From an optimization exercise on the open Yosys and OpenROAD flow, aimed at small area and a short achievable clock period; shortcuts taken in it are not production practice.
Function was checked by simulation only, so behaviour that the tests miss may differ from the original.
Power is estimated from default activity; no workload was simulated.

// fpm
module fpm(
    input [32:1] a,
    input [32:1] b,
    input clk,
    input rst,
    input in_valid,
    output [32:1] c,
    output out_valid
    );
reg [2:0] vld;
always @(posedge clk)
    if (!rst)
        vld <= 0;
    else
        vld <= {vld[1:0], in_valid};
assign out_valid = vld[2];
wire one1;
wire two2;
wire neg3;
wire bp4;
wire bp5;
wire bp6;
wire bp7;
wire bp8;
wire bp9;
wire bp10;
wire bp11;
wire bp12;
wire bp13;
wire bp14;
wire bp15;
wire bp16;
wire bp17;
wire bp18;
wire bp19;
wire bp20;
wire bp21;
wire bp22;
wire bp23;
wire bp24;
wire bp25;
wire bp26;
wire bp27;
wire bp28;
wire nn29;
wire one30;
wire two31;
wire neg32;
wire bp33;
wire bp34;
wire bp35;
wire bp36;
wire bp37;
wire bp38;
wire bp39;
wire bp40;
wire bp41;
wire bp42;
wire bp43;
wire bp44;
wire bp45;
wire bp46;
wire bp47;
wire bp48;
wire bp49;
wire bp50;
wire bp51;
wire bp52;
wire bp53;
wire bp54;
wire bp55;
wire bp56;
wire bp57;
wire nn58;
wire one59;
wire two60;
wire neg61;
wire bp62;
wire bp63;
wire bp64;
wire bp65;
wire bp66;
wire bp67;
wire bp68;
wire bp69;
wire bp70;
wire bp71;
wire bp72;
wire bp73;
wire bp74;
wire bp75;
wire bp76;
wire bp77;
wire bp78;
wire bp79;
wire bp80;
wire bp81;
wire bp82;
wire bp83;
wire bp84;
wire bp85;
wire bp86;
wire nn87;
wire one88;
wire two89;
wire neg90;
wire bp91;
wire bp92;
wire bp93;
wire bp94;
wire bp95;
wire bp96;
wire bp97;
wire bp98;
wire bp99;
wire bp100;
wire bp101;
wire bp102;
wire bp103;
wire bp104;
  ...
export LEC_CHECK = 0
export CAP_MARGIN = 50
export CORE_MARGIN = 2
export CORE_UTILIZATION = 60
export CTS_BUF_LIST = sky130_fd_sc_hd__clkbuf_8
export CTS_CLUSTER_DIAMETER = 50
export CTS_CLUSTER_SIZE = 18
export PLACE_DENSITY_LB_ADDON = 0.2
export SETUP_SLACK_MARGIN = 2.7
export SLEW_MARGIN = 70
export SYNTH_HIERARCHICAL = 1
export SYNTH_MINIMUM_KEEP_SIZE = 0
export TNS_END_PERCENT = 0
create_clock -name core_clock -period 5.0 [get_ports {clk}]
standard.sh (not shown) runs the stock make flow with config.mk's settings and CLKGATE_MAP_FILE= SYNTH_SCRIPT=/design/flow/synth_recipe.tcl, a recipe that flattens the netlist after the stock synthesis.
==> flow/flow/run.sh <==
#!/bin/bash
set -euo pipefail
export BUFFER_PORTS_ARGS="-buffer_cell sky130_fd_sc_hd__buf_2"
bash standard.sh > standard.log 2>&1
Next try:
--- a/flow/config.mk
+++ b/flow/config.mk
@@ -10,6 +10,2 @@
 export CORE_UTILIZATION = 60
-export CTS_BUF_LIST = sky130_fd_sc_hd__clkbuf_8
-export CTS_CLUSTER_DIAMETER = 50
-export CTS_CLUSTER_SIZE = 18
-export PLACE_DENSITY_LB_ADDON = 0.2
 export SETUP_SLACK_MARGIN = 2.7
Result: Design area rose by 3.3%; sequential cell count does not change; die area is unchanged; synthesized cell count stays the same; routed wire length rose by 1.5%.
Next try:
--- a/flow/config.mk
+++ b/flow/config.mk
@@ -7,7 +7,10 @@
 export LEC_CHECK = 0
-export CAP_MARGIN = 50
+export CAP_MARGIN = 20
 export CORE_MARGIN = 2
 export CORE_UTILIZATION = 60
+export CTS_BUF_LIST = sky130_fd_sc_hd__clkbuf_8
+export CTS_CLUSTER_DIAMETER = 50
+export CTS_CLUSTER_SIZE = 18
 export SETUP_SLACK_MARGIN = 2.7
-export SLEW_MARGIN = 70
+export SLEW_MARGIN = 30
 export SYNTH_HIERARCHICAL = 1
Final cell count drops by 0.70%.
Clock-buffer cell count rose by 1.
Global-route usage came out higher by 0.65 points.
Die area stays the same.
Clock power falls by about 30%.
Cell area drops by about 3%.
Wire length rose by 0.58%.
Worst setup slack loses 48 ps.
Non-clock buffer count fell by 29.
Synthesized area stays the same.

* * *

Starting RTL as in the previous note.
clock: 5.0 ns
lec_check: 0
cap_margin: 50
core_margin: 2
core_utilization: 60
cts_buf_list: sky130_fd_sc_hd__clkbuf_8
cts_cluster_diameter: 50
cts_cluster_size: 18
setup_slack_margin: 2.25
slew_margin: 70
synth_hierarchical: 1
synth_minimum_keep_size: 0
tns_end_percent: 0
Scripts as last shown in full above: flow/flow/run.sh
Then changed:
Settings changed: SETUP_SLACK_MARGIN 2.25 to 2.4, TNS_END_PERCENT 0 to 15.
- The changed run completed with no timing, DRC or antenna violations
- clock power went down by about 10%
- global-route usage went up by 2.0 points
- die area stays the same
- cell area went up by 7.3%
- utilization went up by 5.2 points
- register-to-register slack gets better by 0.13 ns
- clock-buffer cell count does not change
- cell count went up by 3.9%
Then changed:
Settings changed: CTS_BUF_LIST sky130_fd_sc_hd__clkbuf_8 to default, CTS_CLUSTER_DIAMETER 50 to default, CTS_CLUSTER_SIZE 18 to default, SETUP_SLACK_MARGIN 2.4 to 3.0, TNS_END_PERCENT 15 to 0.
The changed run produced a clean layout.
Wire length drops by 1.9%.
Count of clock-buffer cells in the layout rose by 4.
Sequential power hardly moves.
Via count goes down by about 2.3%.
Synthesized area does not change.
Final area decreases by 1.1%.
Register-to-register slack is worse by 0.05 ns.
Clock power came out higher by 52%.
Power grows by 4.6%.
Then changed:
Settings changed: CTS_BUF_LIST from default to sky130_fd_sc_hd__clkbuf_16, CTS_CLUSTER_DIAMETER from default to 80, CTS_CLUSTER_SIZE from default to 40, SETUP_SLACK_MARGIN 3.0 to 2.7.
Critical path depth does not change.
Power drops by 8.8%.
Via count drops by 2.8%.

* * *

Setup of v20:
Starting RTL as in the previous note.
==> flow/config.mk <==
export PLATFORM = sky130hd
export DESIGN_NAME = fpm
export DESIGN_NICKNAME = fpm
export VERILOG_FILES = /design/flow/design.v
export SDC_FILE = /design/flow/constraint.sdc
export NUM_CORES = 4
export LEC_CHECK = 0
export CAP_MARGIN = 50
export CORE_MARGIN = 2
export CORE_UTILIZATION = 45
export CTS_BUF_LIST = sky130_fd_sc_hd__clkbuf_8
export CTS_CLUSTER_DIAMETER = 50
export CTS_CLUSTER_SIZE = 18
export SETUP_SLACK_MARGIN = 2.7
export SLEW_MARGIN = 70
export SYNTH_HIERARCHICAL = 1
export SYNTH_MINIMUM_KEEP_SIZE = 0
export TNS_END_PERCENT = 0
==> flow/constraint.sdc <==
create_clock -name core_clock -period 5.0 [get_ports {clk}]
set_input_delay 1.0000 -clock core_clock [delete_from_list [all_inputs] [get_ports {clk}]]
set_output_delay 1.0000 -clock core_clock [all_outputs]
set_load 0.01 [all_outputs]
Scripts as last shown in full above: flow/flow/run.sh
Here is what was changed in the inputs of v7 compared with v20.
# v20
export LEC_CHECK = 0
export CAP_MARGIN = 50
export CORE_MARGIN = 2
export CORE_UTILIZATION = 45
export CTS_BUF_LIST = sky130_fd_sc_hd__clkbuf_8
export CTS_CLUSTER_DIAMETER = 50
export CTS_CLUSTER_SIZE = 18
export SETUP_SLACK_MARGIN = 2.7
export SLEW_MARGIN = 70
export SYNTH_HIERARCHICAL = 1
export SYNTH_MINIMUM_KEEP_SIZE = 0
export TNS_END_PERCENT = 0
create_clock -name core_clock -period 5.0 [get_ports {clk}]
# v7
export LEC_CHECK = 0
export CAP_MARGIN = 50
export CORE_MARGIN = 2
export CORE_UTILIZATION = 60
export CTS_BUF_LIST = sky130_fd_sc_hd__clkbuf_8
export CTS_CLUSTER_DIAMETER = 50
export CTS_CLUSTER_SIZE = 18
export SETUP_SLACK_MARGIN = 2.7
export SLEW_MARGIN = 70
export SYNTH_HIERARCHICAL = 1
export SYNTH_MINIMUM_KEEP_SIZE = 0
export TNS_END_PERCENT = 0
create_clock -name core_clock -period 5.0 [get_ports {clk}]
## What came out
- v7 reports a lower critical path depth than v20 does.
- Diff v20 -> v7: wire length on met3 did not really move, utilization went up.
- Delay of the slowest critical-path stage: v7 vs v20 down 40 ps
- Compared with v20, in v7 largest vdd supply drop went up by about 60%; largest buffer count on any clock path was more or less identical; global-route usage went up by 6.1 points; total instance count after detailed placement went down by about 6%.
The following lists how v27 was set up differently from v7:
# v7
export LEC_CHECK = 0
export CAP_MARGIN = 50
export CORE_MARGIN = 2
export CORE_UTILIZATION = 60
export CTS_BUF_LIST = sky130_fd_sc_hd__clkbuf_8
export CTS_CLUSTER_DIAMETER = 50
export CTS_CLUSTER_SIZE = 18
export SETUP_SLACK_MARGIN = 2.7
export SLEW_MARGIN = 70
export SYNTH_HIERARCHICAL = 1
export SYNTH_MINIMUM_KEEP_SIZE = 0
export TNS_END_PERCENT = 0
create_clock -name core_clock -period 5.0 [get_ports {clk}]
# v27
export LEC_CHECK = 0
export CAP_MARGIN = 50
export CORE_MARGIN = 2
export CORE_UTILIZATION = 60
export CTS_BUF_LIST = sky130_fd_sc_hd__clkbuf_8
export CTS_CLUSTER_DIAMETER = 50
export CTS_CLUSTER_SIZE = 18
export SETUP_SLACK_MARGIN = 2.5
export SLEW_MARGIN = 70
export SYNTH_HIERARCHICAL = 1
export SYNTH_MINIMUM_KEEP_SIZE = 0
export TNS_END_PERCENT = 40
create_clock -name core_clock -period 5.0 [get_ports {clk}]
- met3 wire length of v27 exceeds that of v7 by more than a quarter.
- Worst setup path endpoint: q1_s503 -> v7, q1_s441 -> v27
- v27 vs. v7: routability congestion estimate from global placement decreased by 5.9% relative to the old numbers, power share of the clock group now smaller.
Modified inputs, v47 compared to v27
# v27
export LEC_CHECK = 0
export CAP_MARGIN = 50
export CORE_MARGIN = 2
export CORE_UTILIZATION = 60
export CTS_BUF_LIST = sky130_fd_sc_hd__clkbuf_8
export CTS_CLUSTER_DIAMETER = 50
export CTS_CLUSTER_SIZE = 18
export SETUP_SLACK_MARGIN = 2.5
export SLEW_MARGIN = 70
export SYNTH_HIERARCHICAL = 1
export SYNTH_MINIMUM_KEEP_SIZE = 0
export TNS_END_PERCENT = 40
create_clock -name core_clock -period 5.0 [get_ports {clk}]
# v47
export LEC_CHECK = 0
export CAP_MARGIN = 50
export CORE_MARGIN = 2
export CORE_UTILIZATION = 60
export CTS_BUF_LIST = sky130_fd_sc_hd__clkbuf_8
export CTS_CLUSTER_DIAMETER = 50
export CTS_CLUSTER_SIZE = 18
export SETUP_SLACK_MARGIN = 2.4
export SLEW_MARGIN = 70
export SYNTH_HIERARCHICAL = 1
export SYNTH_MINIMUM_KEEP_SIZE = 0
export TNS_END_PERCENT = 0
create_clock -name core_clock -period 5.0 [get_ports {clk}]
[summary]
Compared with v27, in v47 clock insertion delay at the later pin of the skew report picked up an extra 80 ps, post-CTS clock slew at the launch and capture registers of the worst setup and hold paths has remained practically unchanged. The run showing the greater number of standard cells in the layout, taps in and fillers out is v27. Utilization in v47 is 8.1 points lower than in v27. Clock-buffer cell count in v47 vs v27: down about 9%. Taking v27 as the reference point, the post-placement cell area of v47 falls by 1.0%.

[afterwards: timing with drivers on the ports]
The flow's constraints put no driver on any port. The routed layouts listed below were extracted and timed again, unchanged, in two steps.
Step 1 assumes that a clkbuf_16 drives the clock port and a buf_2 every other input.
Step 2 moves the port delays by t, midway between the first and last clock arrival at a register: inputs arrive t later, outputs are due t later. That takes back most of the time a late clock gives input paths.
Three values: ideal, step 1, step 2; two values: the first two.
| run | t, ns | setup WS [ns] | slew at the worst register clock pin (ns) | worst data-port slew with drivers (ns) |
|---|---|---|---|---|
| the first run of note 1 | 0.596 | 2.101 / 1.988 / 1.392 | 0.09 / 0.09 | 0.19 |
| the second run of note 1 | 0.647 | 2.220 / 2.143 / 1.496 | 0.07 / 0.07 | 0.19 |
| the third run of note 1 | 0.625 | 2.173 / 2.114 / 1.490 | 0.10 / 0.10 | 0.20 |
| the first run of note 2 | 0.694 | 2.132 / 2.065 / 1.371 | 0.10 / 0.10 | 0.16 |
| the second run of note 2 | 0.688 | 2.254 / 2.169 / 1.482 | 0.10 / 0.10 | 0.19 |
| the third run of note 2 | 0.647 | 2.220 / 2.143 / 1.496 | 0.07 / 0.07 | 0.19 |
| the fourth run of note 2 | 0.581 | 2.148 / 2.068 / 1.487 | 0.12 / 0.12 | 0.20 |
| v20 | 0.659 | 2.165 / 2.096 / 1.438 | 0.11 / 0.11 | 0.15 |
| v7 | 0.691 | 2.200 / 2.096 / 1.406 | 0.10 / 0.10 | 0.17 |
| v27 | 0.609 | 2.183 / 2.075 / 1.465 | 0.10 / 0.10 | 0.19 |
| v47 | 0.691 | 2.200 / 2.096 / 1.406 | 0.10 / 0.10 | 0.17 |
After both steps setup and hold are still met in every run listed.
